Source: an optimization exercise on an open RTL-to-GDS flow (aim: small area, a short achievable clock period and few clock cycles). Production flows keep margins and buffers that such runs may drop.
RTL that was checked went through simulation tests only; none was proved equivalent to the original.
For runs 1 to 5, only the layout was checked, not whether the RTL still works.
Power figures rest on the tool's default switching activity, not on a simulated workload.

[design/flow/flow/run.sh]
#!/bin/bash
# The standard layout (standard.sh), with two changes to how it is made:
# ports are buffered with the smallest buffer (buf_1; timing repair upsizes
# the ones it needs), and each constant net keeps the single tie cell that
# synthesis gives it instead of one tie cell per load.
set -euo pipefail
export BUFFER_PORTS_ARGS="-buffer_cell sky130_fd_sc_hd__buf_1"
export SKIP_REPAIR_TIE_FANOUT=1
bash standard.sh > standard.log 2>&1
[design/flow/standard.sh]
#!/bin/bash
# synth_recipe.tcl (not shown) runs the flow's synth.tcl, then flattens the netlist and writes it again
# the make line also repeats each setting of config.mk as NAME=value (left out here)
make -C /OpenROAD-flow-scripts/flow DESIGN_CONFIG=/design/flow/config.mk WORK_HOME=/design/flow/orfs CLKGATE_MAP_FILE= SYNTH_SCRIPT=/design/flow/synth_recipe.tcl "${@:-finish}"
[design/flow/config.mk]
export PLATFORM = sky130hd
export DESIGN_NAME = udp_transmit
export DESIGN_NICKNAME = udp_transmit
export VERILOG_FILES = /design/flow/design.v
export SDC_FILE = /design/flow/constraint.sdc
export NUM_CORES = 4
export LEC_CHECK = 0
export ABC_AREA = 1
export CAP_MARGIN = 20
export CORE_MARGIN = 2
export CORE_UTILIZATION = 55
export CTS_BUF_LIST = sky130_fd_sc_hd__clkbuf_16
export CTS_CLUSTER_SIZE = 30
export PLACE_DENSITY = 0.7
export SETUP_SLACK_MARGIN = 3.2
export SLEW_MARGIN = 20
[design/flow/constraint.sdc]
create_clock -name core_clock -period 5.0 [get_ports {clk}]
set_input_delay 1.0000 -clock core_clock [delete_from_list [all_inputs] [get_ports {clk}]]
set_output_delay 1.0000 -clock core_clock [all_outputs]
set_load 0.01 [all_outputs]
[design/flow/design.v]
module udp_send_data_buf;
endmodule
module crc_calc;
endmodule
`timescale 1 ns / 1 ps
module udp_transmit
(
    input wire  clk,
    input wire  rst,
    output wire  eth_txd_tvalid,
    output wire [31 : 0] eth_txd_tdata,
    output wire [3 : 0] eth_txd_tkeep,
    output wire  eth_txd_tlast,
    input wire  eth_txd_tready,
    output wire                    eth_txc_tvalid,
    output wire [31 : 0] eth_txc_tdata,
    output wire [3 : 0] eth_txc_tkeep,
    output wire  eth_txc_tlast,
    input wire  eth_txc_tready,
    input wire [31 : 0]   s_axis_data_tdata,
    input wire                      s_axis_data_tvalid,
    output wire                     s_axis_data_tready,
    input wire                      s_axis_data_tlast
);
    reg [8:0]  nb;           
    reg        first;        
    reg        ctrl;         
    reg        hdr;          
    reg        payload;      
    reg        lastb;        
    reg [31:0] s;            
    reg        s_rdy;        
    reg [15:0] p;
    reg [31:0] o;            
    reg        o_v, o_last, o_keep;
    reg        c_v, c_first, c_last;
    wire [3:0]  b = nb[3:0];
    wire [31:0] hv = (b == 4'd0) ? 32'h0000_0100 :
                     (b == 4'd1) ? 32'h0002_0000 :
                     (b == 4'd3) ? 32'h0045_0008 :
                     (b == 4'd4) ? 32'h0000_1c04 :
                     (b == 4'd5) ? 32'h1180_0000 :
                     (b == 4'd6) ? 32'ha8c0_e767 :
                     (b == 4'd7) ? 32'hc0a8_8001 :
                     (b == 4'd8) ? 32'h1879_0164 :
                     (b == 4'd9) ? 32'h0804_3075 : 32'h0;
    wire acc    = s_axis_data_tvalid && s_rdy;
    wire [31:0] w = s_rdy ? s_axis_data_tdata : s;
    wire c_free = !c_v || eth_txc_tready;
    wire o_free = !o_v || eth_txd_tready;
    wire step   = o_free && (ctrl ? (c_free && (!first || !s_rdy))
                                  : (!payload || !s_rdy || s_axis_data_tvalid));
    wire take   = step && payload;
    always @(posedge clk) begin
        if (rst) begin
            nb <= 9'd0;
            first <= 1'b1;
            ctrl <= 1'b1;
            hdr <= 1'b1;
            payload <= 1'b0;
            lastb <= 1'b0;
            s_rdy <= 1'b1;
            o_v <= 1'b0;
            c_v <= 1'b0;
        end else begin
            if (step) begin
                nb      <= lastb ? 9'd0 : nb + 9'd1;
                first   <= lastb;
                ctrl    <= lastb || (ctrl && nb != 9'd5);
                hdr     <= lastb || (hdr && nb != 9'd9);
                payload <= (nb == 9'd9) || (payload && nb != 9'd265);
                lastb   <= (nb == 9'd265);
            end
            if (take) s_rdy <= 1'b1;
            else if (acc) s_rdy <= 1'b0;
            if (o_free) o_v <= step;
            if (c_free) c_v <= step && ctrl;
        end
    end
    always @(posedge clk) begin
        if (s_rdy) s <= s_axis_data_tdata;
        if (take) p <= w[31:16];
        if (o_free) begin
            o[31:16] <= (hdr || lastb) ? hv[31:16] : w[15:0];
            o[15:0]  <= (hdr || nb == 9'd10) ? hv[15:0] : p;
            o_last   <= lastb;
            o_keep   <= !lastb;
        end
        if (c_free) begin
            c_first <= first;
            c_last  <= (nb == 9'd5);
        end
    end
    assign s_axis_data_tready = s_rdy;
    assign eth_txd_tvalid = o_v;
    assign eth_txd_tdata  = o;
    assign eth_txd_tkeep  = {{2{o_keep}}, 2'b11};
    assign eth_txd_tlast  = o_last;
    assign eth_txc_tvalid = c_v;
    assign eth_txc_tdata  = {c_first, 1'b0, c_first, 29'h0};
    assign eth_txc_tkeep  = 4'hF;
    assign eth_txc_tlast  = c_last;
endmodule
==> reports/summary.txt, run 1 <==
First-pass DRT Iterations: 4
Synth warnings: 1
register area share after synthesis: 57.1%
Inst Count DP: 625
initial antenna violation count: 0
slowest cell delay on critical path: 0.36 ns
first-pass GRT wire length: 14300 um
mapped cell area: 4450 um^2
clock power share: 37.4%
critical path type: reg -> out
Total Wirelength: 9580 um
RSZ-0062 raised after global routing: yes
drc violations: 0
worst slew pin tran: 0.591 ns
vias in the first global route: 3067
post-DP HPWL: 5820 um
syn nets: 541
slowest CP cell: dfxtp_4
Final period util: 38.5%
WP depth: 2
Post-Syn Area per Cell: 8.92 um^2
Seq pwr share: 49.8%
Worst-path clk slew: 0.07 ns
Max transition margin: 60.6%
clock skew: 0.00888 ns
area of the multi-input gates: 1440 um^2
WHS: 0.446 ns
Die Width: 94.0 um
combinational share of power: 12.7%
delay-heaviest family, CP: flip-flops
Final ANT Viol Nets: 0
Initial Util: 57.3%
CTS H-tree lvls: 3
Worst VDD drop: 185 uV
Die Area: 8830 um^2
Final min period: 1.93 ns
CP bufs+invs: 2
share of cells above drive strength 1: 21.2%
WP data required: 4.00 ns
P_int: 0.00143 W
final setup fails: 0
synthesis-to-finish area growth: 16.3%
maxcap violations: 0
FF-to-FF Start: nb[0]$_SDFFE_PP0P_
Max Fclk: 519 MHz
R2R cell count: 9
GP Congestion: 0.827
Switching Share: 25.9%
HP Class: reg -> reg
number of synthesized register bits: 101
clk sinks: 101
final std cells w/o fill: 664
clock root buffer master: clkbuf_16
CORE AREA: 7770 um^2
WL per Instance: 14.4 um
Reg area: 2550 um^2
fillers: 636
vias: 3280
Worst EP arrival: 0.93 ns
maximum clock insertion buffer count: 2
Leakage: 2.39 nW
Worst setup SP type: register
Congestion Overflow GR: 0
Post-CTS Hold Buffers: 0
largest net degree at the start of global routing: 33
clock latency on the worst-skew pair: 0.35 ns
CTS tree: done
FF-to-FF setup slack: 3.30 ns
outcome: no timing/DRC/antenna violations
IO Port Bufs: 77
Ports: 115
Crit Path Max Fanout: 3
1st-iter DRT viols: 197
Post-Syn Instances: 499
Vias per Instance: 4.94
Die Ht: 94.0 um
Nets: 599
sequence of cells on the critical path: buf_12 > buf_6
CP Launch Point: s_rdy$_SDFFE_PP1P_
CTS buffer count: 9
number of diodes: 0
Psw: 0.000500 W
Synth cell types: 29
max-slew violations: 0
Setup crit end: s_axis_data_tready
Global Route Usage Sum: 21.4%
# rows: 32
Hold Violations, Final: 0
RR Endpoint: o[6]$_DFFE_PP_
Setup TNS: 0 ns
P per Cell Area: 372 nW/um^2
Crit. End Element: primary output
worst min-delay path by stage:
stage	startpoint	to	slack, ns	depth (start not counted)
finish	s[28]$_DFF_P_	s[28]$_DFF_P_	0.45	2
detailed placement	s[26]$_DFF_P_	s[26]$_DFF_P_	0.43	2
CTS	s[1]$_DFF_P_	s[1]$_DFF_P_	0.45	2
global route	s[12]$_DFF_P_	s[12]$_DFF_P_	0.46	2
floorplan	lastb$_SDFFE_PP0P_	o_last$_DFFE_PP_	0.40	0
global placement	s[24]$_DFF_P_	s[24]$_DFF_P_	0.42	2
layout make-up:
type	count	share of cell area [%]
sequential	101	49.2
multi-input combinational	305	27.7
timing repair buffer	98	11.2
clock buffer	9	4.35
inverter	41	3.19
tap	102	2.46
clock inverter	7	1.76
timing repair inverter	1	0.0967
power groups by stage:
stage / combinational, W / sequential, W / clock (W)
5_1_grt: 0.000271 / 0.000965 / 0.000761
2_1_floorplan: 0.000150 / 0.000986 / 0
3_3_place_gp: 0.000188 / 0.000975 / 0
6_report: 0.000245 / 0.000961 / 0.000721
3_5_place_dp: 0.000193 / 0.000978 / 0
4_1_cts: 0.000212 / 0.000960 / 0.000730
cell usage after synthesis (all sizes together):
cell type / instances / area, um^2
clkbuf: 2 / 7.51
nor3: 6 / 40.0
dfxtp: 49 / 981
xor2: 1 / 8.76
or2: 1 / 6.26
o21ai: 22 / 129
conb: 2 / 7.51
nand4: 5 / 31.3
nand3: 19 / 95.1
nor2: 30 / 138
o31ai: 1 / 7.51
buf: 52 / 380
nand2: 199 / 782
o21bai: 2 / 15.0
ha: 4 / 50.1
edfxtp: 52 / 1560
a21oi: 11 / 55.1
inv: 41 / 156
stage by stage:
step           instance area [um^2]  power (W)  setup WS (ns)  util [%]
2_1_floorplan                  4500    0.00114           2.84         -
3_3_place_gp                   4520    0.00116           2.30      58.2
3_5_place_dp                   4520    0.00117           2.28      58.2
4_1_cts                        4980    0.00190           3.07      64.1
5_1_grt                        5180    0.00200           3.06      66.7
6_report                       5180    0.00193           3.07      66.7
metal layers:
layer / up-vias / global-route usage (%) / part of all wire [%]
li1: 1662 / - / -
met1: 1502 / 27.0 / 44
met2: 97 / 36.3 / 49
met3: 19 / 3.37 / 5.1
met4: 0 / 9.42 / 2.1
met5: - / 0 / 0
layout by cell type (no fill, tap or decap), drive strengths merged:
| cell type | netlist | final |
|---|---|---|
| o21ai | 22 | 22 |
| bufbuf | 0 | 1 |
| nand2 | 199 | 199 |
| nand4 | 5 | 5 |
| nor2 | 30 | 30 |
| bufinv | 0 | 1 |
| nand3 | 19 | 19 |
| o21bai | 2 | 2 |
| nor3 | 6 | 6 |
| inv | 41 | 43 |
| a21oi | 11 | 11 |
| clkinvlp | 0 | 3 |
| clkinv | 0 | 2 |
| o31ai | 1 | 1 |
| or2 | 1 | 3 |
| dfxtp | 49 | 49 |
| buf | 52 | 63 |
| ha | 4 | 4 |
| xor2 | 1 | 1 |
| conb | 2 | 2 |
| clkbuf | 2 | 43 |
| edfxtp | 52 | 52 |
flip-flops by register name (all words and copies together) (netlist names), 9 cells and up, named ones only:
register  flops
o            32
s            32
p            16
nb            9
kinds of logic (layout without fill, tap and decap cells):
kind of cell | after synthesis | count (layout) | synth area share, %
and+or+nand+nor | 260 | 262 | 24.5
DFF | 101 | 101 | 57.1
buffers and inverters | 95 | 156 | 12.2
AOI/OAI and AO/OA | 36 | 36 | 4.64
adders and majority gates | 4 | 4 | 1.12
other | 2 | 2 | 0.169
xor gates and xnor gates | 1 | 1 | 0.197
what timing repair did:
item / CTS / global route
setup buffers: 6 / 12
gates cloned: 3 / 2
pin swaps: 2 / 4
resized for setup: 12 / 45
setup endpoints to repair: 102 / 103
worst register-to-register path, delay by kind of cell, from the launching register on:
family	cells	cell delay (ns)
fa+ha+maj	1	0.19
buf+inv	3	0.35
simple gates	5	0.57
flops	1	0.36
==> run 2, diff against run 1 <==
--- a/design/flow/config.mk
+++ b/design/flow/config.mk
@@ -9,8 +9,6 @@
 export CAP_MARGIN = 20
 export CORE_MARGIN = 2
 export CORE_UTILIZATION = 55
-export CTS_BUF_LIST = sky130_fd_sc_hd__clkbuf_16
-export CTS_CLUSTER_SIZE = 30
 export PLACE_DENSITY = 0.7
-export SETUP_SLACK_MARGIN = 3.2
+export SETUP_SLACK_MARGIN = 3.4
 export SLEW_MARGIN = 20
==> run 2 against run 1 <==
  * Via count up 3.8%
  * Synthesized cell count unchanged
  * Highest routed layer unchanged
  * Routed wire length grew 1.3%
  * Critical endpoint unchanged
  * First-iteration DRC count is 30% higher
  * Register-to-register slack lost 0.09 ns
  * Sequential share of layout area down 1.6 points
  * Critical path depth is the same
  * Final area grew 3.7%
==> reports/summary.txt, run 2 <==
Worst setup SP type: register
Reg area: 2560 um^2 (+0.34%)
clk sinks: 101 (unchanged)
top flop regs: o x32, s x32, p x16
CORE AREA: 7770 um^2 (unchanged)
Final min period: 1.95 ns (+0.0249 ns)
synthesis-to-finish area growth: 20.6%
slowest cell delay on critical path: 0.37 ns (about the same)
HP Class: reg -> reg
outcome: no timing/DRC/antenna violations
GRT met1 Usage: 27.8% (+0.80 points)
final std cells w/o fill: 671 (+1.1%)
final worst setup slack: 3.05 ns (-0.0249 ns)
register area share after synthesis: 57.1% (unchanged)
CTS tree: done
GP Congestion: 0.822 (-0.65%)
# rows: 32 (unchanged)
slowest CP cell: dfxtp_4
post-DP HPWL: 5630 um (-3.3%)
Hold Violations, Final: 0 (unchanged)
Post-Syn Instances: 499 (unchanged)
share of cells above drive strength 1: 29.5% (+8.4 points)
maximum clock insertion buffer count: 2 (unchanged)
Final period util: 39.0% (+0.50 points)
dominant cell type by area after synthesis: edfxtp_1
Psw: 0.000484 W (-3.3%)
asr flop ratio synth: 0% (unchanged)
Global Route Usage Sum: 21.1% (-0.21 points)
Switching Share: 28.2% (+2.3 points)
P per Cell Area: 319 nW/um^2 (-14%)
largest net degree at the start of global routing: 33 (unchanged)
CTS buffer count: 9 (unchanged)
Synth top area share: 35.1% (unchanged)
Crit. End Element: primary output
area of the multi-input gates: 1610 um^2 (+12%)
Post-synth top cells: nand2_1, edfxtp_1, dfxtp_1, buf_4, inv_1
Worst VDD drop: 285 uV (+54%)
clock root buffer master: clkbuf_8
Inst Count DP: 625 (unchanged)
Die Width: 94.0 um (unchanged)
WP data required: 4.00 ns (about the same)
vias: 3406 (+3.8%)
Vias per Instance: 5.08 (+2.8%)
commonest non-fill, non-tap cell in the layout: nand2_1
Max transition margin: 33.2% (-27 points)
WL per Instance: 14.5 um (+0.25%)
WHS: 0.450 ns (+0.00320 ns)
Max Fclk: 513 MHz (-1.3%)
Die Area: 8830 um^2 (unchanged)
Crit Path Max Fanout: 3 (unchanged)
maxcap violations: 0 (unchanged)
fillers: 580 (-8.8%)
clock power share: 27.9% (-9.5 points)
grt met2 use: 34.1% (-2.1 points)
first-pass GRT wire length: 14400 um (+0.92%)
initial antenna violation count: 0 (unchanged)
Worst EP arrival: 0.95 ns (+0.02 ns)
clock skew: 0.0173 ns (+0.00842 ns)
sequence of cells on the critical path: buf_12 > buf_6
Setup TNS: 0 ns (unchanged)
Die Ht: 94.0 um (unchanged)
Synth area leaders: edfxtp_1, dfxtp_1, nand2_1, buf_4, inv_1
critical path type: reg -> out
combinational share of power: 16.0% (+3.3 points)
CTS H-tree lvls: 3 (unchanged)
max-slew violations: 0 (unchanged)
drc violations: 0 (unchanged)
M3 GR Usage: 6.26% (+2.9 points)
Final ANT Viol Nets: 0 (unchanged)
top-count cell post-synth: nand2_1
RSZ-0062 raised after global routing: yes
Post-CTS Hold Buffers: 0 (unchanged)
Synth warnings: 1 (unchanged)
IO Port Bufs: 77 (unchanged)
Ports: 115 (unchanged)
vias in the first global route: 3051 (-0.52%)
Post-Syn Area per Cell: 8.92 um^2 (unchanged)
GRT busiest layer: met2
final setup fails: 0 (unchanged)
Post-synth EDFFs: 52 (unchanged)
syn nets: 541 (unchanged)
Nets: 606 (+1.2%)
pre-CTS WS: 2.28 ns (-0.000140 ns)
Seq pwr share: 56.1% (+6.3 points)
mapped cell area: 4450 um^2 (unchanged)
Leakage: 2.45 nW (+2.6%)
number of diodes: 0 (unchanged)
commonest non-fill, non-tap cells in the layout: nand2_1, edfxtp_1, dfxtp_1
Initial Util: 57.3% (unchanged)
First-pass DRT Iterations: 5 (+1)
number of synthesized register bits: 101 (unchanged)
clock latency on the worst-skew pair: 0.36 ns (about the same)
worst slew pin tran: 1.00 ns (+0.410 ns)
Total Wirelength: 9710 um (+1.3%)
Synth cell types: 29 (unchanged)
Worst-path clk slew: 0.10 ns (+0.03 ns)
1st-iter DRT viols: 256 (+30%)
Congestion Overflow GR: 0 (unchanged)
P_int: 0.00123 W (-14%)
Top FF cell, synth: edfxtp_1
[run 2: power groups by stage]
stage	Sequential, W	Clock (W)	Combinational, W
final	0.000962	0.000478	0.000274
after global routing	0.000968	0.000520	0.000298
after CTS	0.000959	0.000484	0.000234
after detailed placement	0.000977	0	0.000193
after global placement	0.000975	0	0.000188
after floorplan	0.000986	0	0.000150
[run 2: cell type report]
class / instances / area share, %
clock buffer: 9 / 2.31
clock inverter: 7 / 1.14
inverter: 41 / 3.45
multi-input combinational: 305 / 30.1
sequential: 101 / 47.6
tap: 102 / 2.38
timing repair buffer: 104 / 12.7
timing repair inverter: 2 / 0.326
[run 2: through the flow]
stage	power (W)	util (%)	area, um^2
floorplan	0.00114	-	4500
global placement	0.00116	58.2	4520
detailed placement	0.00117	58.2	4520
CTS	0.00168	64.6	5020
global route	0.00179	69.1	5370
finish	0.00171	69.1	5370
[run 2: routing by layer]
layer | up-vias | share of wire [%]
met3 | 32 | 9.3
met5 | - | 0
li1 | 1671 | -
met4 | 0 | 3.0
met1 | 1535 | 40
met2 | 168 | 48
[run 2: cells by family (layout without fill, tap and decap cells)]
group	after synthesis	count (layout)	synth area share (%)
compound gates	36	36	4.64
xor+xnor	1	1	0.197
fa+ha+maj	4	4	1.12
buf+inv	95	163	12.2
flops	101	101	57.1
other cells	2	2	0.169
simple gates	260	262	24.5
[run 2: path summary, 6_finish.rpt]
kind	from	end	slack, ns	depth (start not counted)
min	s[4]$_DFF_P_	s[4]$_DFF_P_	0.45	2
max reg2reg	s_rdy$_SDFFE_PP1P_	o[30]$_DFFE_PP_	3.21	6
max	s_rdy$_SDFFE_PP1P_	s_axis_data_tready	3.05	2
min reg2reg	s[4]$_DFF_P_	s[4]$_DFF_P_	0.45	2
[run 2: critical path, delay by kind of cell (launching register included)]
family	cells	cell delay, ns
buf+inv	2	0.23
flops	1	0.37
[run 2: timing repair]
action | CTS | global route
endpoints found under the setup margin | 170 | 150
pin swaps | 7 | 25
gates resized for setup | 33 | 98
buffers inserted | 13 | 11
gates cloned | 4 | 2
==> run 3, diff against run 2 <==
--- a/design/flow/config.mk
+++ b/design/flow/config.mk
@@ -10,5 +10,5 @@
 export CORE_MARGIN = 2
 export CORE_UTILIZATION = 55
 export PLACE_DENSITY = 0.7
-export SETUP_SLACK_MARGIN = 3.4
+export SETUP_SLACK_MARGIN = 3.0
 export SLEW_MARGIN = 20
==> run 3 against run 2 <==
  * Still clean
  * Synthesized area is the same
  * Non-clock buffer count shrank 21
  * Sequential power down 0.4%
  * Critical path type unchanged
  * Largest cell class unchanged
  * Highest routed layer unchanged
==> reports/summary.txt, run 3 <==
outcome: no timing/DRC/antenna violations
initial antenna violation count: 0 (unchanged)
Congestion Overflow GR: 0 (unchanged)
Final ANT Viol Nets: 0 (unchanged)
maxcap violations: 0 (unchanged)
Core Util, Final: 62.3% (-6.8 points)
Initial Util: 57.3% (unchanged)
Max Fclk: 511 MHz (-0.42%)
CTS buffer count: 9 (unchanged)
maximum clock insertion buffer count: 2 (unchanged)
grt met2 use: 32.6% (-1.5 points)
Die Width: 94.0 um (unchanged)
Max transition margin: 62.1% (+29 points)
1st-iter DRT viols: 215 (-16%)
Nets: 583 (-3.8%)
first-pass GRT wire length: 13800 um (-4.0%)
Crit. End Element: primary output
CTS H-tree lvls: 3 (unchanged)
mapped cell area: 4450 um^2 (unchanged)
final setup fails: 0 (unchanged)
Crit Path Max Fanout: 3 (unchanged)
Post-Syn Area per Cell: 8.92 um^2 (unchanged)
clock skew: 0.0137 ns (-0.00355 ns)
GRT busiest layer: met2
Setup TNS: 0 ns (unchanged)
Synth top area share: 35.1% (unchanged)
CTS tree: done
HP Class: reg -> reg
GP Congestion: 0.838 (+2.0%)
top flop regs: o x32, s x32, p x16
Ports: 115 (unchanged)
Synth area leaders: edfxtp_1, dfxtp_1, nand2_1, buf_4, inv_1
Worst VDD drop: 198 uV (-31%)
number of diodes: 0 (unchanged)
largest net degree at the start of global routing: 33 (unchanged)
share of cells above drive strength 1: 10.6% (-19 points)
Synth warnings: 1 (unchanged)
Die Ht: 94.0 um (unchanged)
Worst-path clk slew: 0.10 ns (about the same)
Synth cell types: 29 (unchanged)
M3 GR Usage: 4.25% (-2.0 points)
Top FF cell, synth: edfxtp_1
# rows: 32 (unchanged)
P per Cell Area: 348 nW/um^2 (+9.2%)
Post-synth EDFFs: 52 (unchanged)
syn nets: 541 (unchanged)
synthesis-to-finish area growth: 8.71%
Post-CTS Hold Buffers: 0 (unchanged)
post-placement cell area: 4520 um^2 (about the same)
drc violations: 0 (unchanged)
total power draw: 0.00169 W (-1.6%)
First-pass DRT Iterations: 4 (-1)
commonest non-fill, non-tap cells in the layout: nand2_1, buf_1, edfxtp_1
Die Area: 8830 um^2 (unchanged)
Final min period: 1.96 ns (+0.00814 ns)
worst slew pin tran: 0.567 ns (-0.435 ns)
top-count cell post-synth: nand2_1
number of synthesized register bits: 101 (unchanged)
max-slew violations: 0 (unchanged)
register area share after synthesis: 57.1% (unchanged)
GRT met1 Usage: 27.5% (-0.24 points)
Vias per Instance: 4.83 (-4.9%)
clk sinks: 101 (unchanged)
Post-Layout Inst Area: 4840 um^2 (-9.9%)
clock latency on the worst-skew pair: 0.36 ns (about the same)
Post-Syn Instances: 499 (unchanged)
asr flop ratio synth: 0% (unchanged)
Final period util: 39.2% (+0.16 points)
CORE AREA: 7770 um^2 (unchanged)
Hold Violations, Final: 0 (unchanged)
WL per Instance: 13.2 um (-9.1%)
fillers: 668 (+15%)
Total Wirelength: 8520 um (-12%)
dominant cell type by area after synthesis: edfxtp_1
Post-synth top cells: nand2_1, edfxtp_1, dfxtp_1, buf_4, inv_1
RSZ-0062 raised after global routing: no
clock root buffer master: clkbuf_8
vias: 3128 (-8.2%)
Worst EP arrival: 0.96 ns (about the same)
WP data required: 4.00 ns (about the same)
vias in the first global route: 2885 (-5.4%)
IO Port Bufs: 77 (unchanged)
Global Route Usage Sum: 20.4% (-0.73 points)
commonest non-fill, non-tap cell in the layout: nand2_1
Worst setup SP type: register
post-DP HPWL: 5570 um (-1.1%)
Leakage: 2.14 nW (-13%)
critical path type: reg -> out
==> run 3: cell counts after synthesis <==
No cell type changed its count.
==> run 3: where the power goes <==
part	internal, W	leakage [nW]	switching [W]
Clock	0.000238	0.104	0.000284
Combinational	0.0000640	1.08	0.000143
Sequential	0.000935	0.966	0.0000224
Total	0.00124	2.14	0.000449
==> run 3: layout make-up <==
class | count | area (um^2) | share of cell area (%)
clock buffer | 9 | 124 | 2.56
timing repair buffer | 83 | 392 | 8.09
multi-input combinational | 305 | 1410 | 29.1
clock inverter | 7 | 80.1 | 1.65
tap | 102 | 128 | 2.64
sequential | 101 | 2550 | 52.6
inverter | 41 | 160 | 3.31
==> run 3: kinds of logic after synthesis <==
kind of cell	Yosys count	synth area share, %
fa+ha+maj	4	1.12
xor+xnor	1	0.197
compound gates	36	4.64
buf+inv	95	12.2
flops	101	57.1
simple gates	260	24.5
other cells	2	0.169
==> run 3: worst paths after layout <==
check	slack, ns	startpoint	cells after the start	end
min	0.45	s[16]$_DFF_P_	2	s[16]$_DFF_P_
max reg2reg	3.26	nb[0]$_SDFFE_PP0P_	8	o[0]$_DFFE_PP_
min reg2reg	0.45	s[16]$_DFF_P_	2	s[16]$_DFF_P_
max	3.04	s_rdy$_SDFFE_PP1P_	2	s_axis_data_tready
==> run 3: worst max-delay path, stage by stage, from the launching register on <==
cell	delay (ns)
dfxtp_4	0.37
buf_12	0.12
buf_6	0.11
==> run 3: per-stage QoR <==
| step | cells | hold slack [ns] | worst slack [ns] |
|---|---|---|---|
| final | 648 | 0.454 | 3.04 |
| after global placement | 625 | 0.422 | 2.31 |
| after floorplan | 499 | 0.403 | 2.84 |
| after global routing | 648 | 0.473 | 3.02 |
| after CTS | 648 | 0.453 | 3.02 |
| after detailed placement | 625 | 0.428 | 2.28 |
==> run 3: layer usage <==
metal | vias up | routed length, um
li1 | 1631 | -
met1 | 1387 | 3870
met2 | 96 | 3970
met3 | 14 | 558
met4 | 0 | 123
met5 | - | 0
==> run 3: what timing repair did <==
| action | in CTS | in global routing |
|---|---|---|
| setup buffers | 4 | 0 |
| endpoints found under the setup margin | 27 | 42 |
| resized for setup | 6 | 3 |
| gates cloned | 3 | 0 |
| pin swaps | 2 | 0 |
==> run 4, diff against run 3 <==
--- a/design/flow/config.mk
+++ b/design/flow/config.mk
@@ -10,5 +10,5 @@
 export CORE_MARGIN = 2
 export CORE_UTILIZATION = 55
 export PLACE_DENSITY = 0.7
-export SETUP_SLACK_MARGIN = 3.0
+export SETUP_SLACK_MARGIN = 2.8
 export SLEW_MARGIN = 20
==> run 4 against run 3 <==
  * Sequential share of layout area grew 0.59 points
  * Synthesized cell count unchanged
  * Register-to-register slack lost 0.13 ns
  * First-iteration DRC count shrank 17%
  * Core utilization decreased by 0.76 points
  * Maximum frequency is 7.4% lower
  * Critical path depth is the same
  * Die area stayed put
  * Power is 0.32% lower
  * Final area fell by 1.2%
==> reports/summary.txt, run 4 <==
number of synthesized register bits: 101 (unchanged)
hold path start: s[27]$_DFF_P_
clock latency on the worst-skew pair: 0.36 ns (about the same)
Congestion Overflow GR: 0 (unchanged)
Vias per Instance: 4.79 (-0.86%)
Leakage: 2.12 nW (-1.1%)
final setup fails: 0 (unchanged)
vias: 3082 (-1.5%)
sequence of cells on the critical path: buf_12 > clkbuf_2
commonest non-fill, non-tap cell in the layout: nand2_1
register area share after synthesis: 57.1% (unchanged)
CP Launch Point: s_rdy$_SDFFE_PP1P_
post-DP HPWL: 5700 um (+2.3%)
Post-synth EDFFs: 52 (unchanged)
area of the multi-input gates: 1380 um^2 (-2.1%)
total power draw: 0.00168 W (-0.32%)
Worst setup SP type: register
# rows: 32 (unchanged)
Synth warnings: 1 (unchanged)
Reg area: 2540 um^2 (about the same)
drc violations: 0 (unchanged)
slowest cell delay on critical path: 0.39 ns (+0.02 ns)
worst slew pin tran: 0.709 ns (+0.142 ns)
Global Route Usage Sum: 19.6% (-0.85 points)
IO Port Bufs: 77 (unchanged)
Post-Layout Inst Area: 4780 um^2 (-1.2%)
CORE AREA: 7770 um^2 (unchanged)
Max Fclk: 473 MHz (-7.4%)
final std cells w/o fill: 644 (-0.62%)
Die Area: 8830 um^2 (unchanged)
dominant cell type by area after synthesis: edfxtp_1
Die Width: 94.0 um (unchanged)
Max transition margin: 52.7% (-9.4 points)
RSZ-0062 raised after global routing: no
clk sinks: 101 (unchanged)
WL per Instance: 12.7 um (-3.4%)
max-slew violations: 0 (unchanged)
Inst Count DP: 626 (+0.16%)
Setup TNS: 0 ns (unchanged)
Post-synth top cells: nand2_1, edfxtp_1, dfxtp_1, buf_4, inv_1
slowest CP cell: dfxtp_2
Post-CTS Hold Buffers: 0 (unchanged)
Total Wirelength: 8180 um (-4.0%)
post-placement cell area: 4510 um^2 (-0.11%)
Worst EP arrival: 1.11 ns (+0.15 ns)
WHS: 0.451 ns (-0.00288 ns)
critical path type: reg -> out
P per Cell Area: 352 nW/um^2 (+0.90%)
initial antenna violation count: 0 (unchanged)
HP Class: reg -> reg
synthesis-to-finish area growth: 7.39%
WP data required: 4.00 ns (about the same)
First-pass DRT Iterations: 4 (unchanged)
largest net degree at the start of global routing: 44 (+33%)
Post-Syn Instances: 499 (unchanged)
Crit. End Element: primary output
Top FF cell, synth: edfxtp_1
Initial Util: 57.3% (unchanged)
number of diodes: 0 (unchanged)
asr flop ratio synth: 0% (unchanged)
Worst VDD drop: 185 uV (-6.6%)
Die Ht: 94.0 um (unchanged)
Nets: 579 (-0.69%)
share of cells above drive strength 1: 9.78% (-0.84 points)
Post-Syn Area per Cell: 8.92 um^2 (unchanged)
Crit Path Max Fanout: 34 (+31)
Final period util: 42.3% (+3.1 points)
Synth area leaders: edfxtp_1, dfxtp_1, nand2_1, buf_4, inv_1
vias in the first global route: 2799 (-3.0%)
Worst-path clk slew: 0.10 ns (about the same)
top-count cell post-synth: nand2_1
FF-to-FF Start: lastb$_SDFFE_PP0P_
CTS tree: done
fillers: 693 (+3.7%)
Final min period: 2.11 ns (+0.157 ns)
Hold Violations, Final: 0 (unchanged)
Synth cell types: 29 (unchanged)
Final ANT Viol Nets: 0 (unchanged)
GP Congestion: 0.806 (-3.8%)
mapped cell area: 4450 um^2 (unchanged)
1st-iter DRT viols: 178 (-17%)
clock root buffer master: clkbuf_8
clock skew: 0.0117 ns (-0.00209 ns)
Ports: 115 (unchanged)
Synth top area share: 35.1% (unchanged)
maximum clock insertion buffer count: 2 (unchanged)
commonest non-fill, non-tap cells in the layout: nand2_1, buf_1, edfxtp_1
syn nets: 541 (unchanged)
first-pass GRT wire length: 13300 um (-3.9%)
maxcap violations: 0 (unchanged)
CTS buffer count: 9 (unchanged)
CTS H-tree lvls: 3 (unchanged)
outcome: no timing/DRC/antenna violations
top flop regs: o x32, s x32, p x16
-- run 4: report_power, final --
group          internal (W)  leakage, nW  switching (W)  total [W]
clock              0.000239        0.102       0.000289   0.000527
sequential         0.000935        0.965      0.0000232   0.000959
combinational     0.0000585         1.05       0.000136   0.000195
-- run 4: layer usage --
layer / track usage, % / part of all wire (%) / up-vias
met1: 26.2 / 46 / 1380
met4: 4.83 / 0.87 / 0
met2: 32.1 / 48 / 84
li1: - / - / 1613
met3: 4.82 / 5.6 / 5
met5: 0 / 0 / -
-- run 4: through the flow --
step                      util (%)  setup WS (ns)
after floorplan                  -           2.80
final                         61.5           2.89
after global placement        58.1           2.30
after global routing          61.5           2.82
after CTS                     61.1           2.85
after detailed placement      58.1           2.27
-- run 4: worst max-delay path: cells and delay by family, from the launching register on --
| family | cells | cell delay, ns |
|---|---|---|
| flops | 1 | 0.39 |
| buf+inv | 2 | 0.36 |
-- run 4: kinds of logic after synthesis --
group,count (synthesis),share of synthesized area (%)
other,2,0.169
AND/OR/NAND/NOR,260,24.5
flip-flops,101,57.1
XOR/XNOR,1,0.197
adder cells (fa/ha/maj),4,1.12
AO/OA/AOI/OAI,36,4.64
buffers and inverters,95,12.2
-- run 4: repair_timing --
item                                   in CTS  in global routing
setup endpoints to repair                  17                  9
setup buffers                               1                  0
pin swaps                                   1                  0
endpoints found under the hold margin       0                  0
gates resized for setup                     4                  2
-- run 4: area by class of cell --
| cell class | count | area share, % |
|---|---|---|
| Clock buffer | 9 | 2.59 |
| Clock inverter | 7 | 1.67 |
| Inverter | 41 | 3.27 |
| Multi-Input combinational cell | 303 | 28.9 |
| Sequential cell | 101 | 53.2 |
| Tap cell | 102 | 2.67 |
| Timing Repair Buffer | 81 | 7.72 |
-- run 4: worst paths after layout --
| path | endpoint | slack [ns] | cells after the start |
|---|---|---|---|
| hold / removal | s[27]$_DFF_P_ | 0.45 | 2 |
| setup reg to reg | o[24]$_DFFE_PP_ | 3.13 | 4 |
| hold reg to reg | s[27]$_DFF_P_ | 0.45 | 2 |
| setup / recovery | s_axis_data_tready | 2.89 | 2 |
==> run 5, diff against run 4 <==
--- a/design/flow/config.mk
+++ b/design/flow/config.mk
@@ -10,5 +10,5 @@
 export CORE_MARGIN = 2
 export CORE_UTILIZATION = 55
 export PLACE_DENSITY = 0.7
-export SETUP_SLACK_MARGIN = 2.8
+export SETUP_SLACK_MARGIN = 3.1
 export SLEW_MARGIN = 20
==> run 5 against run 4 <==
  * Still clean on timing, DRC and antenna
  * Worst setup slack improved by 0.15 ns
  * Critical path type unchanged
  * Register-to-register slack improved by 0.12 ns
  * Synthesized cell count did not move
  * First-iteration DRC count rose by 19%
  * Core utilization rose by 1.2 points
  * Die area did not move
  * Clock skew rose by 0.0036 ns
  * Non-clock buffer count rose by 2
  * Power rose by 0.86%
  * Cell count rose by 0.78%
  * Routed wire length rose by 6.6%
==> reports/summary.txt, run 5 <==
outcome: no timing/DRC/antenna violations
GP Congestion: 0.838 (+4.0%)
number of synthesized register bits: 101 (unchanged)
top-count cell post-synth: nand2_1
Initial Util: 57.3% (unchanged)
commonest non-fill, non-tap cells in the layout: nand2_1, edfxtp_1, buf_1
Max Fclk: 509 MHz (+7.7%)
Post-synth top cells: nand2_1, edfxtp_1, dfxtp_1, buf_4, inv_1
IO Port Bufs: 77 (unchanged)
synthesis-to-finish area growth: 9.53%
1st-iter DRT viols: 211 (+19%)
Synth warnings: 1 (unchanged)
vias: 3178 (+3.1%)
mapped cell area: 4450 um^2 (unchanged)
Die Area: 8830 um^2 (unchanged)
drc violations: 0 (unchanged)
RSZ-0062 raised after global routing: yes
commonest non-fill, non-tap cell in the layout: nand2_1
Die Ht: 94.0 um (unchanged)
Leakage: 2.22 nW (+4.8%)
CTS tree: done
worst slew pin tran: 0.617 ns (-0.0918 ns)
Worst EP arrival: 0.96 ns (-0.15 ns)
Post-synth EDFFs: 52 (unchanged)
final worst setup slack: 3.04 ns (+0.151 ns)
Ports: 115 (unchanged)
Post-Syn Instances: 499 (unchanged)
# rows: 32 (unchanged)
FF-to-FF Start: nb[0]$_SDFFE_PP0P_
dominant cell type by area after synthesis: edfxtp_1
P per Cell Area: 348 nW/um^2 (-1.1%)
Global Route Usage Sum: 20.3% (+0.76 points)
Worst setup SP type: register
clock skew: 0.0152 ns (+0.00360 ns)
share of cells above drive strength 1: 15.5% (+5.8 points)
Synth top area share: 35.1% (unchanged)
Final min period: 1.96 ns (-0.151 ns)
Worst VDD drop: 198 uV (+6.8%)
CTS buffer count: 9 (unchanged)
clk sinks: 101 (unchanged)
post-DP HPWL: 5570 um (-2.2%)
hold path start: s[21]$_DFF_P_
CTS H-tree lvls: 3 (unchanged)
Die Width: 94.0 um (unchanged)
syn nets: 541 (unchanged)
Nets: 584 (+0.86%)
final setup fails: 0 (unchanged)
WP data required: 4.00 ns (about the same)
slowest cell delay on critical path: 0.37 ns (-0.02 ns)
top flop regs: o x32, s x32, p x16
critical path type: reg -> out
clock root buffer master: clkbuf_8
CP Launch Point: s_rdy$_SDFFE_PP1P_
Top FF cell, synth: edfxtp_1
Congestion Overflow GR: 0 (unchanged)
Final period util: 39.3% (-3.0 points)
hold path cells: 2 (unchanged)
initial antenna violation count: 0 (unchanged)
Crit Path Max Fanout: 3 (-91%)
R2R cell count: 8 (+4)
largest net degree at the start of global routing: 33 (-25%)
HP Class: reg -> reg
clock latency on the worst-skew pair: 0.37 ns (about the same)
CORE AREA: 7770 um^2 (unchanged)
First-pass DRT Iterations: 5 (+1)
Post-Syn Area per Cell: 8.92 um^2 (unchanged)
pre-CTS WS: 2.28 ns (+0.00992 ns)
maxcap violations: 0 (unchanged)
sequence of cells on the critical path: buf_12 > buf_6
max-slew violations: 0 (unchanged)
register area share after synthesis: 57.1% (unchanged)
Setup TNS: 0 ns (unchanged)
Crit. End Element: primary output
Final ANT Viol Nets: 0 (unchanged)
Worst-path clk slew: 0.10 ns (about the same)
maximum clock insertion buffer count: 2 (unchanged)
vias in the first global route: 2876 (+2.8%)
Vias per Instance: 4.90 (+2.3%)
Synth cell types: 29 (unchanged)
Synth area leaders: edfxtp_1, dfxtp_1, nand2_1, buf_4, inv_1
WL per Instance: 13.4 um (+5.7%)
slowest CP cell: dfxtp_4
first-pass GRT wire length: 13800 um (+4.1%)
number of diodes: 0 (unchanged)
Max transition margin: 58.7% (+5.9 points)
Total Wirelength: 8720 um (+6.6%)
Hold Violations, Final: 0 (unchanged)
asr flop ratio synth: 0% (unchanged)
## run 5: final timing paths
check / slack, ns / endpoint
max: 3.04 / s_axis_data_tready
min: 0.45 / s[21]$_DFF_P_
max reg2reg: 3.25 / o[0]$_DFFE_PP_
min reg2reg: 0.45 / s[21]$_DFF_P_
## run 5: power by group
group | internal [W] | switching, W | leakage, nW
clock network | 0.000238 | 0.000285 | 0.104
logic | 0.0000688 | 0.000145 | 1.15
registers | 0.000935 | 0.0000226 | 0.966
total | 0.00124 | 0.000453 | 2.22
## run 5: layout make-up
cell class                 instances  area (um^2)
clock buffer                       9          124
clock inverter                     7         80.1
fill                             664         2890
inverter                          41          160
multi-input combinational        305         1410
sequential                       101         2550
tap                              102          128
timing repair buffer              83          422
timing repair inverter             1         5.00
## run 5: stage by stage
stage / utilization, % / power [W] / instances / hold slack (ns) / cell area [um^2]
floorplan: - / 0.00114 / 499 / 0.403 / 4500
global placement: 58.1 / 0.00116 / 625 / 0.422 / 4520
detailed placement: 58.1 / 0.00117 / 625 / 0.428 / 4520
CTS: 62.2 / 0.00170 / 648 / 0.453 / 4830
global route: 62.8 / 0.00176 / 649 / 0.472 / 4880
finish: 62.8 / 0.00170 / 649 / 0.451 / 4880
## run 5: routing by layer
| metal | GRT usage [%] | vias up | routed length (um) |
|---|---|---|---|
| met2 | 32.4 | 112 | 4020 |
| met3 | 4.25 | 14 | 611 |
| met4 | 7.73 | 0 | 112 |
| li1 | - | 1632 | - |
| met1 | 27.4 | 1420 | 3970 |
| met5 | 0 | - | 0 |
## run 5: worst max-delay path: cells and delay by family, from the launching register on
| family | cells | cell delay (ns) |
|---|---|---|
| buf+inv | 2 | 0.23 |
| flops | 1 | 0.37 |
## run 5: cells by family after synthesis
family | share of synthesized area [%]
simple gates | 24.5
flops | 57.1
buf+inv | 12.2
compound gates | 4.64
fa+ha+maj | 1.12
other cells | 0.169
xor+xnor | 0.197
## run 5: timing repair
action	4_1_cts	5_1_grt
hold buffers	0	0
pin swaps	2	0
buffers inserted	4	0
setup endpoints to repair	56	42
gates resized for setup	7	28
cloned	3	1
==> run 6, diff against run 5 <==
--- a/design/flow/design.v
+++ b/design/flow/design.v
@@ -48,7 +48,7 @@
     wire [31:0] w = s_rdy ? s_axis_data_tdata : s;
     wire c_free = !c_v || eth_txc_tready;
     wire o_free = !o_v || eth_txd_tready;
-    wire step   = o_free && (ctrl ? (c_free && (!first || !s_rdy))
+    wire step   = o_free && (ctrl ? (c_free && (!first || !s_rdy || s_axis_data_tvalid))
                                   : (!payload || !s_rdy || s_axis_data_tvalid));
     wire take   = step && payload;
     always @(posedge clk) begin
--- a/design/flow/config.mk
+++ b/design/flow/config.mk
@@ -9,6 +9,7 @@
 export CAP_MARGIN = 20
 export CORE_MARGIN = 2
 export CORE_UTILIZATION = 55
+export GPL_TIMING_DRIVEN = 0
 export PLACE_DENSITY = 0.7
-export SETUP_SLACK_MARGIN = 3.1
+export SETUP_SLACK_MARGIN = 3.0
 export SLEW_MARGIN = 20
==> run 6 against run 5 <==
  * Still clean
  * Via count grew 6.4%
  * Non-clock buffer count grew 48
  * Maximum frequency fell by 3.1%
  * Routed wire length up 1.5%
  * Sequential cell count is the same
  * Clock skew rose by 0.0022 ns
==> reports/summary.txt, run 6 <==
sequence of cells on the critical path: buf_4 > buf_6
Final period util: 40.5% (+1.2 points)
Switching Share: 27.6% (+0.85 points)
Post-Syn Instances: 502 (+0.60%)
critical path type: reg -> out
Worst setup SP type: register
commonest non-fill, non-tap cell in the layout: nand2_1
clock power share: 29.5% (-1.4 points)
Worst-path clk slew: 0.10 ns (about the same)
Max transition margin: 60.8% (+2.2 points)
Psw: 0.000458 W (+1.2%)
Post-synth EDFFs: 52 (unchanged)
number of synthesized register bits: 101 (unchanged)
clk sinks: 101 (unchanged)
IO Port Bufs: 77 (unchanged)
maximum clock insertion buffer count: 2 (unchanged)
Max Fclk: 494 MHz (-3.1%)
initial antenna violation count: 0 (unchanged)
post-synthesis compound-gate area fraction: 5.35% (+0.72 points)
first-pass GRT wire length: 14100 um (+2.3%)
Core Util, Final: 65.9% (+3.1 points)
CP bufs+invs: 2 (unchanged)
HP Class: reg -> reg
Hold Violations, Final: 0 (unchanged)
Crit Path Max Fanout: 2 (-1)
Post-Syn Area per Cell: 8.80 um^2 (-1.4%)
Setup TNS: 0 ns (unchanged)
Inst Count DP: 681 (+9.0%)
Post-Layout Inst Area: 5120 um^2 (+5.0%)
adder-cell share of the synthesized area: 1.13% (+0.0089 points)
P_int: 0.00120 W (-3.1%)
Vias per Instance: 4.84 (-1.1%)
Die Area: 8760 um^2 (-0.75%)
main combinational cell family by area after synthesis: simple AND/OR/NAND/NOR gates
Simple-Gate Fraction of Synth Area: 24.7% (+0.19 points)
Leakage: 2.31 nW (+3.8%)
Global Route Usage Sum: 21.0% (+0.71 points)
Final min period: 2.03 ns (+0.0619 ns)
final setup fails: 0 (unchanged)
Seq pwr share: 57.4% (+0.9 points)
slowest CP cell: edfxtp_1
slowest cell delay on critical path: 0.41 ns (+0.04 ns)
Total Wirelength: 8850 um (+1.5%)
synthesis-to-finish area growth: 15.9%
final std cells w/o fill: 698 (+7.6%)
P per Cell Area: 325 nW/um^2 (-6.6%)
worst slew pin tran: 0.588 ns (-0.0289 ns)
combinational share of power: 13.1% (+0.5 points)
proportion of synthesized area in mux cells: 0% (unchanged)
total power draw: 0.00166 W (-1.9%)
max-slew violations: 0 (unchanged)
largest net degree at the start of global routing: 42 (+27%)
asr flop ratio synth: 0% (unchanged)
drc violations: 0 (unchanged)
WL per Instance: 12.7 um (-5.7%)
register area share after synthesis: 57.6% (+0.45 points)
CORE AREA: 7770 um^2 (unchanged)
commonest non-fill, non-tap cells in the layout: nand2_1, buf_1, edfxtp_1
Synth warnings: 1 (unchanged)
Die Width: 93.6 um (-0.38%)
1st-iter DRT viols: 201 (-4.7%)
Synth area leaders: edfxtp_1, dfxtp_1, nand2_1, buf_4, nor2_1
Top FF cell, synth: edfxtp_1
clock latency on the worst-skew pair: 0.37 ns (about the same)
vias: 3380 (+6.4%)
share of cells above drive strength 1: 15.6% (+0.065 points)
Worst EP arrival: 1.03 ns (+0.07 ns)
clock root buffer master: clkbuf_8
syn nets: 544 (+0.55%)
delay-heaviest family, CP: flip-flops
Post-CTS Hold Buffers: 0 (unchanged)
maxcap violations: 0 (unchanged)
top-count cell post-synth: nand2_1
outcome: no timing/DRC/antenna violations
Post-synth top cells: nand2_1, edfxtp_1, dfxtp_1, buf_4, nor2_1
Congestion Overflow GR: 0 (unchanged)
post-placement cell area: 4870 um^2 (+7.9%)
Ports: 115 (unchanged)
RSZ-0062 raised after global routing: yes
clock skew: 0.0174 ns (+0.00217 ns)
Crit. End Element: primary output
Initial Util: 56.9% (-0.45 points)
vias in the first global route: 3008 (+4.6%)
Nets: 633 (+8.4%)
top flop regs: o x32, s x32, p x16
post-DP HPWL: 6300 um (+13%)
Die Ht: 93.6 um (-0.38%)
dominant cell type by area after synthesis: edfxtp_1
mapped cell area: 4420 um^2 (-0.79%)
Synth top area share: 35.4% (+0.28 points)
First-pass DRT Iterations: 4 (-1)
WP data required: 4.00 ns (about the same)
Final ANT Viol Nets: 0 (unchanged)
number of diodes: 0 (unchanged)
CTS buffer count: 9 (unchanged)
xor/xnor share of the synthesized area: 0.198% (+0.0016 points)
# rows: 32 (unchanged)
CTS H-tree lvls: 3 (unchanged)
GP Congestion: 0.808 (-3.6%)
CTS tree: done
Worst VDD drop: 178 uV (-10%)
Synth cell types: 32 (+10%)
[run 6: cell type report]
cell class / instances / area (um^2)
clock buffer: 9 / 124
sequential: 101 / 2540
multi-input combinational: 317 / 1430
buffer: 53 / 363
inverter: 31 / 129
clock inverter: 7 / 67.6
tap: 102 / 128
fill: 694 / 2650
timing repair buffer: 78 / 339
[run 6: logic make-up (layout without fill, tap and decap cells)]
kind of cell             after synthesis  in the layout
AND/OR/NAND/NOR                      269            269
flip-flops                           101            101
buffers and inverters                 84            178
AO/OA/AOI/OAI                         41             41
adder cells (fa/ha/maj)                4              4
other                                  2              2
XOR/XNOR                               1              1
[run 6: worst paths after layout]
check                                        start  cells after the start                end  slack [ns]
worst max-delay path             c_first$_DFFE_PN_                      2  eth_txc_tdata[31]        2.97
worst min-delay path                 s[22]$_DFF_P_                      2      s[22]$_DFF_P_        0.45
worst max register to register  nb[0]$_SDFFE_PP0N_                      8     o[2]$_DFFE_PP_        3.22
worst min register to register       s[22]$_DFF_P_                      2      s[22]$_DFF_P_        0.45
[run 6: worst min-delay path, stage by stage, from the launching register on]
cell and delay [ns]:
dfxtp_1 0.32, nand2_1 0.04, nand2_1 0.06
[run 6: timing repair]
action	in CTS	in global routing
setup endpoints to repair	21	17
buffers inserted	1	0
pin swaps	1	0
hold endpoints to repair	0	0
gates resized for setup	7	4
[run 6: metrics by stage]
step / hold slack (ns) / setup WS [ns]
floorplan: 0.412 / 2.88
global placement: 0.423 / 2.46
detailed placement: 0.429 / 2.42
CTS: 0.452 / 2.96
global route: 0.475 / 2.92
finish: 0.448 / 2.97
[run 6: routing by layer]
layer,up-vias,share of wire (%),global-route usage (%),routed length [um]
met2,128,47,33.5,4130
li1,1739,-,-,-
met3,11,6.1,4.27,541
met1,1502,46,28.1,4030
met5,-,0,0,0
met4,0,1.6,8.94,141
[run 6: power groups by stage]
stage          registers [W]  logic, W  clock network, W
3_3_place_gp        0.000972  0.000208                 0
6_report            0.000954  0.000219          0.000490
5_1_grt             0.000960  0.000246          0.000535
3_5_place_dp        0.000973  0.000213                 0
2_1_floorplan       0.000982  0.000140                 0
4_1_cts             0.000955  0.000215          0.000500
Testbench counts of run 6, summed over its fixed seeds: cycles 26,373.
==> run 7, diff against run 6 <==
--- a/design/flow/config.mk
+++ b/design/flow/config.mk
@@ -9,7 +9,6 @@
 export CAP_MARGIN = 20
 export CORE_MARGIN = 2
 export CORE_UTILIZATION = 55
-export GPL_TIMING_DRIVEN = 0
 export PLACE_DENSITY = 0.7
 export SETUP_SLACK_MARGIN = 3.0
 export SLEW_MARGIN = 20
==> run 7 against run 6 <==
  * Via count fell by 2.3%
  * Maximum frequency rose by 2.9%
  * Clock-buffer cell count rose by 1
  * First-iteration DRC count rose by 36%
  * Final area fell by 5.8%
  * Synthesized area did not move
  * Register-to-register slack got worse by 0.05 ns
  * Worst setup slack improved by 0.057 ns
  * Routed wire length fell by 0.96%
==> reports/summary.txt, run 7 <==
WP data required: 4.00 ns (about the same)
sequence of cells on the critical path: buf_12 > buf_2
IO Port Bufs: 77 (unchanged)
Die Ht: 93.6 um (unchanged)
Final min period: 1.97 ns (-0.0568 ns)
CTS tree: done
WL per Instance: 13.5 um (+6.2%)
max-slew violations: 0 (unchanged)
Ports: 115 (unchanged)
Die Width: 93.6 um (unchanged)
Post-synth top cells: nand2_1, edfxtp_1, dfxtp_1, buf_4, nor2_1
largest net degree at the start of global routing: 42 (unchanged)
Hold Violations, Final: 0 (unchanged)
clk sinks: 101 (unchanged)
dominant cell type by area after synthesis: edfxtp_1
RSZ-0062 raised after global routing: yes
R2R cell count: 8 (unchanged)
share of cells above drive strength 1: 8.93% (-6.7 points)
Synth top area share: 35.4% (unchanged)
clock latency on the worst-skew pair: 0.36 ns (about the same)
1st-iter DRT viols: 274 (+36%)
clock root buffer master: clkbuf_8
CTS H-tree lvls: 3 (unchanged)
CORE AREA: 7770 um^2 (unchanged)
top-count cell post-synth: nand2_1
asr flop ratio synth: 0% (unchanged)
Crit Path Max Fanout: 4 (+2)
Seq pwr share: 58.8% (+1.4 points)
combinational share of power: 12.0% (-1.1 points)
final setup fails: 0 (unchanged)
syn nets: 544 (unchanged)
first-pass GRT wire length: 13900 um (-1.5%)
Crit. End Element: primary output
Worst EP arrival: 0.97 ns (-0.06 ns)
P per Cell Area: 337 nW/um^2 (+3.8%)
Max Fclk: 508 MHz (+2.9%)
Synth warnings: 1 (unchanged)
hold path cells: 2 (unchanged)
Nets: 586 (-7.4%)
Inst Count DP: 630 (-7.5%)
vias: 3301 (-2.3%)
Worst-path clk slew: 0.09 ns (about the same)
clock skew: 0.0160 ns (-0.00140 ns)
Vias per Instance: 5.07 (+4.7%)
Setup TNS: 0 ns (unchanged)
number of synthesized register bits: 101 (unchanged)
outcome: no timing/DRC/antenna violations
slowest CP cell: dfxtp_4
hold path start: s[28]$_DFF_P_
Psw: 0.000443 W (-3.4%)
RR Endpoint: o[23]$_DFFE_PP_
First-pass DRT Iterations: 4 (unchanged)
vias in the first global route: 2947 (-2.0%)
commonest non-fill, non-tap cells in the layout: nand2_1, buf_1, edfxtp_1
hold endpoint: s[28]$_DFF_P_
Post-Syn Instances: 502 (unchanged)
top flop regs: o x32, s x32, p x16
clock power share: 29.2% (-0.3 points)
Initial Util: 56.9% (unchanged)
FF-to-FF Start: nb[1]$_SDFFE_PP0N_
Global Route Usage Sum: 20.5% (-0.50 points)
total power draw: 0.00162 W (-2.3%)
HP Class: reg -> reg
commonest non-fill, non-tap cell in the layout: nand2_1
Total Wirelength: 8760 um (-0.96%)
synthesis-to-finish area growth: 9.12%
GP Congestion: 0.848 (+5.0%)
number of diodes: 0 (unchanged)
maxcap violations: 0 (unchanged)
P_int: 0.00118 W (-1.8%)
Synth cell types: 32 (unchanged)
# rows: 32 (unchanged)
final std cells w/o fill: 651 (-6.7%)
Switching Share: 27.2% (-0.32 points)
Post-synth EDFFs: 52 (unchanged)
Worst VDD drop: 190 uV (+6.6%)
Leakage: 2.08 nW (-9.9%)
CTS buffer count: 9 (unchanged)
Max transition margin: 57.0% (-3.8 points)
critical path type: reg -> out
Worst setup SP type: register
post-DP HPWL: 5910 um (-6.2%)
Die Area: 8760 um^2 (unchanged)
Congestion Overflow GR: 0 (unchanged)
maximum clock insertion buffer count: 2 (unchanged)
register area share after synthesis: 57.6% (unchanged)
initial antenna violation count: 0 (unchanged)
slowest cell delay on critical path: 0.36 ns (-0.05 ns)
worst slew pin tran: 0.645 ns (+0.0567 ns)
Post-Syn Area per Cell: 8.80 um^2 (unchanged)
drc violations: 0 (unchanged)
Top FF cell, synth: edfxtp_1
Synth area leaders: edfxtp_1, dfxtp_1, nand2_1, buf_4, nor2_1
Final ANT Viol Nets: 0 (unchanged)
Final period util: 39.4% (-1.1 points)
mapped cell area: 4420 um^2 (unchanged)
FF-to-FF setup slack: 3.17 ns (-0.05 ns)
[run 7: how the worst max path moves through the flow]
| stage | startpoint | end | slack, ns | cells past startpoint |
|---|---|---|---|---|
| after floorplan | s_axis_data_tvalid | p[0]$_DFFE_PP_ | 2.88 | 7 |
| after global placement | s_axis_data_tvalid | p[9]$_DFFE_PP_ | 2.51 | 7 |
| after detailed placement | s_axis_data_tvalid | p[14]$_DFFE_PP_ | 2.47 | 7 |
| after CTS | s_rdy$_SDFFE_PP1P_ | s_axis_data_tready | 3.02 | 2 |
| after global routing | s_rdy$_SDFFE_PP1P_ | s_axis_data_tready | 3.00 | 2 |
| final | s_rdy$_SDFFE_PP1P_ | s_axis_data_tready | 3.03 | 2 |
[run 7: metrics by stage]
stage / utilization [%] / instance area [um^2] / hold slack (ns) / setup slack [ns]
floorplan: - / 4450 / 0.412 / 2.88
detailed placement: 58.2 / 4520 / 0.428 / 2.47
CTS: 61.8 / 4800 / 0.453 / 3.02
global route: 62.0 / 4820 / 0.476 / 3.00
finish: 62.0 / 4820 / 0.451 / 3.03
global placement: 58.2 / 4520 / 0.423 / 2.51
[run 7: logic make-up (layout without fill, tap and decap cells)]
group	after synthesis	in the layout	share of synthesized area, %
AOI/OAI and AO/OA	41	42	5.35
xor gates and xnor gates	1	1	0.198
adders and majority gates	4	4	1.13
buffers and inverters	84	130	10.8
DFF	101	101	57.6
other	2	2	0.170
and+or+nand+nor	269	269	24.7
[run 7: repair_timing]
action | 4_1_cts | 5_1_grt
setup buffers | 3 | 0
setup endpoints to repair | 40 | 22
hold buffers | 0 | 0
cloned | 1 | 1
pin swaps | 1 | 1
gates resized for setup | 8 | 3
[run 7: cell type report]
class	count	area (um^2)
fill	683	2950
timing repair buffer	83	385
tap	102	128
multi-input combinational	318	1440
clock buffer	10	128
clock inverter	6	57.6
inverter	31	134
sequential	101	2550
[run 7: routing by layer]
layer	vias up	share of wire, %	global-route usage, %
met2	126	47	32.4
met1	1504	44	27.9
met3	18	7.0	4.51
met4	0	2.0	7.85
met5	-	0	0
li1	1653	-	-
[run 7: critical path: cells and delay by family (launching register included)]
kind | cells | cell delay (ns)
buf+inv | 2 | 0.26
flops | 1 | 0.36
[run 7: power groups by stage]
| stage | combinational (W) | sequential, W | clock, W |
|---|---|---|---|
| finish | 0.000195 | 0.000956 | 0.000474 |
| global route | 0.000220 | 0.000961 | 0.000515 |
| CTS | 0.000195 | 0.000956 | 0.000490 |
| detailed placement | 0.000185 | 0.000975 | 0 |
| global placement | 0.000179 | 0.000972 | 0 |
| floorplan | 0.000140 | 0.000982 | 0 |
==> run 8, diff against run 7 <==
--- a/design/flow/config.mk
+++ b/design/flow/config.mk
@@ -8,7 +8,7 @@
 export ABC_AREA = 1
 export CAP_MARGIN = 20
 export CORE_MARGIN = 2
-export CORE_UTILIZATION = 55
-export PLACE_DENSITY = 0.7
+export CORE_UTILIZATION = 65
+export PLACE_DENSITY = 0.75
 export SETUP_SLACK_MARGIN = 3.0
 export SLEW_MARGIN = 20
==> run 8 against run 7 <==
  * Still clean on timing, DRC and antenna
  * Sequential share of layout area is 0.46 points higher
  * Via count is 0.42% higher
  * Cell count fell by 3.2%
  * Non-clock buffer count grew 1
  * First-iteration DRC count down 27%
  * Routed wire length rose by 0.94%
  * Global-route usage is 2.9 points higher
  * Largest cell class unchanged
  * Highest routed layer unchanged
==> reports/summary.txt, run 8 <==
Ports: 115 (unchanged)
worst slew pin tran: 0.699 ns (+0.0545 ns)
total power draw: 0.00163 W (+0.17%)
CTS tree: done
post-DP HPWL: 5800 um (-1.8%)
# rows: 30 (-6.3%)
syn nets: 544 (unchanged)
RSZ-0062 raised after global routing: yes
number of diodes: 0 (unchanged)
slowest cell delay on critical path: 0.37 ns (about the same)
Leakage: 2.08 nW (about the same)
initial antenna violation count: 0 (unchanged)
Die Ht: 86.4 um (-7.7%)
maximum clock insertion buffer count: 2 (unchanged)
Post-synth EDFFs: 52 (unchanged)
Congestion Overflow GR: 0 (unchanged)
maxcap violations: 0 (unchanged)
Setup TNS: 0 ns (unchanged)
WHS: 0.453 ns (+0.00270 ns)
GP Congestion: 0.905 (+6.7%)
mapped cell area: 4420 um^2 (unchanged)
dominant cell type by area after synthesis: edfxtp_1
Synth warnings: 1 (unchanged)
IO Port Bufs: 77 (unchanged)
CP bufs+invs: 2 (unchanged)
hold path cells: 2 (unchanged)
clock skew: 0.0178 ns (+0.00182 ns)
Post-Syn Area per Cell: 8.80 um^2 (unchanged)
Hold Violations, Final: 0 (unchanged)
Total Wirelength: 8840 um (+0.94%)
first-pass GRT wire length: 13500 um (-3.1%)
Final ANT Viol Nets: 0 (unchanged)
CORE AREA: 6680 um^2 (-14%)
metal2 WL: 4320 um (+4.1%)
drc violations: 0 (unchanged)
Post-Layout Inst Area: 4780 um^2 (-0.86%)
Crit Path Max Fanout: 17 (+13)
routed length on met3: 531 um (-13%)
clock root buffer master: clkbuf_8
outcome: no timing/DRC/antenna violations
clock latency on the worst-skew pair: 0.37 ns (about the same)
Vias per Instance: 5.26 (+3.8%)
Max transition margin: 53.4% (-3.6 points)
Worst-path clk slew: 0.09 ns (about the same)
Synth area leaders: edfxtp_1, dfxtp_1, nand2_1, buf_4, nor2_1
Final min period: 1.99 ns (+0.0228 ns)
Post-synth top cells: nand2_1, edfxtp_1, dfxtp_1, buf_4, nor2_1
sequence of cells on the critical path: buf_12 > clkbuf_2
HP Class: reg -> reg
Global Route Usage Sum: 23.4% (+2.9 points)
CTS H-tree lvls: 3 (unchanged)
commonest non-fill, non-tap cell in the layout: nand2_1
fillers: 547 (-20%)
Synth top area share: 35.4% (unchanged)
1st-iter DRT viols: 200 (-27%)
R2R cell count: 9 (+1)
post-placement cell area: 4500 um^2 (-0.61%)
Top FF cell, synth: edfxtp_1
FF-to-FF Start: s_rdy$_SDFFE_PP1P_
Nets: 587 (+0.17%)
Max Fclk: 502 MHz (-1.1%)
First-pass DRT Iterations: 4 (unchanged)
synthesis-to-finish area growth: 8.19%
Final period util: 39.8% (+0.46 points)
CTS buffer count: 9 (unchanged)
delay-heaviest family, CP: flip-flops
Core Util, Final: 71.5% (+9.5 points)
number of synthesized register bits: 101 (unchanged)
clk sinks: 101 (unchanged)
FF-to-FF setup slack: 3.03 ns (-0.14 ns)
critical path type: reg -> out
M1 wire length: 3830 um (+0.13%)
CP Launch Point: s_rdy$_SDFFE_PP1P_
Worst VDD drop: 221 uV (+16%)
WP data required: 4.00 ns (about the same)
WL per Instance: 14.0 um (+4.3%)
Setup crit end: s_axis_data_tready
Worst setup SP type: register
slowest CP cell: dfxtp_4
Die Width: 86.4 um (-7.7%)
top-count cell post-synth: nand2_1
commonest non-fill, non-tap cells in the layout: nand2_1, buf_1, edfxtp_1
top flop regs: o x32, s x32, p x16
largest net degree at the start of global routing: 42 (unchanged)
final setup fails: 0 (unchanged)
vias: 3315 (+0.42%)
vias in the first global route: 2956 (+0.31%)
register area share after synthesis: 57.6% (unchanged)
asr flop ratio synth: 0% (unchanged)
max-slew violations: 0 (unchanged)
Post-Syn Instances: 502 (unchanged)
WP depth: 2 (unchanged)
Synth cell types: 32 (unchanged)
Crit. End Element: primary output
top layer in use: met4
share of cells above drive strength 1: 9.09% (+0.17 points)
Worst EP arrival: 0.99 ns (+0.02 ns)
Die Area: 7470 um^2 (-15%)
RR Endpoint: p[0]$_DFFE_PP_
P per Cell Area: 341 nW/um^2 (+1.0%)
Initial Util: 66.1% (+9.2 points)
run 8: cell types whose count changed in the layout (fill, tap and decap cells not counted), sizes merged:
| cell | previous run | this run |
|---|---|---|
| clkinvlp | 2 | 1 |
| clkbuf | 10 | 12 |
| clkinv | 3 | 2 |
| inv | 32 | 34 |
| bufbuf | 1 | 0 |
run 8: per-layer routing:
metal	vias up	global-route usage, %
met2	129	38.6
met4	0	7.95
met5	-	0
met3	14	5.52
li1	1649	-
met1	1523	30.6
run 8: repair_timing:
item,4_1_cts,5_1_grt
pin swaps,1,1
buffers inserted,2,2
endpoints found under the setup margin,26,5
hold buffers,0,0
gates resized for setup,6,2
cloned,0,2
run 8: how the worst min path moves through the flow:
stage                   from            end  slack (ns)
2_1_floorplan  s[16]$_DFF_P_  s[16]$_DFF_P_        0.41
3_3_place_gp   s[26]$_DFF_P_  s[26]$_DFF_P_        0.42
3_5_place_dp   s[25]$_DFF_P_  s[25]$_DFF_P_        0.43
4_1_cts        s[25]$_DFF_P_  s[25]$_DFF_P_        0.45
5_1_grt         s[4]$_DFF_P_   s[4]$_DFF_P_        0.47
6_report        s[4]$_DFF_P_   s[4]$_DFF_P_        0.45
run 8: kinds of logic after synthesis:
logic type | count (synthesis) | synth area share (%)
and+or+nand+nor | 269 | 24.7
AOI/OAI and AO/OA | 41 | 5.35
xor gates and xnor gates | 1 | 0.198
other | 2 | 0.170
DFF | 101 | 57.6
adders and majority gates | 4 | 1.13
buffers and inverters | 84 | 10.8
run 8: through the flow:
stage | setup slack [ns] | std cells
2_1_floorplan | 2.88 | 502
3_3_place_gp | 2.52 | 608
3_5_place_dp | 2.46 | 608
4_1_cts | 2.89 | 626
5_1_grt | 2.97 | 630
6_report | 3.01 | 630
run 8: area by class of cell:
class	count	area [um^2]	area share (%)
Tap cell	80	100	2.09
Inverter	31	131	2.75
Clock buffer	10	128	2.67
Clock inverter	6	51.3	1.07
Timing Repair Buffer	84	385	8.06
Multi-Input combinational cell	318	1440	30.1
Sequential cell	101	2550	53.3
run 8: report_power, final:
group          switching, W  internal [W]
logic              0.000135     0.0000577
clock network      0.000290      0.000189
registers         0.0000232      0.000932
total              0.000448       0.00118
run 8: worst reg2reg max path, cell delays in order (launching register included):
cell and delay (ns):
dfxtp_4 0.36, buf_4 0.15, inv_4 0.27, nor2_4 0.06, nand2_1 0.07, nand2_1 0.07, nand2_2 0.20, nand2_4 0.18
nor2_4 0.18, buf_12 0.16

==> afterwards: timing with drivers on the ports <==
The results above use ideal ports. As a check the final layouts listed here were re-extracted and re-timed, cells and wires unchanged. Step 1 assumes that a clkbuf_16 drives the clock port and a buf_2 every other input. Step 2 moves the port delays by t, midway between the first and last clock arrival at a register: inputs arrive t later, outputs are due t later. That takes back most of the time a late clock gives input paths. a / b / c = ideal ports / drivers / drivers and shift; a / b = the first two.
run	t, ns	setup WS [ns]	pins driven straight from the clock port
run 1	0.375	3.075 / 3.040 / 2.812	1
run 2	0.386	3.050 / 3.019 / 2.869	1
run 3	0.385	3.042 / 3.013 / 2.775	1
run 4	0.382	2.885 / 2.858 / 2.664	1
run 5	0.391	3.036 / 3.007 / 2.755	1
run 6	0.392	2.974 / 2.940 / 2.688	1
run 7	0.383	3.030 / 2.998 / 2.750	1
run 8	0.393	3.008 / 2.977 / 2.661	1
After both steps every run listed still meets setup and hold. For run 8, which loses most, drivers alone change the setup slack by -0.031 ns; drivers and shift together by -0.347 ns.
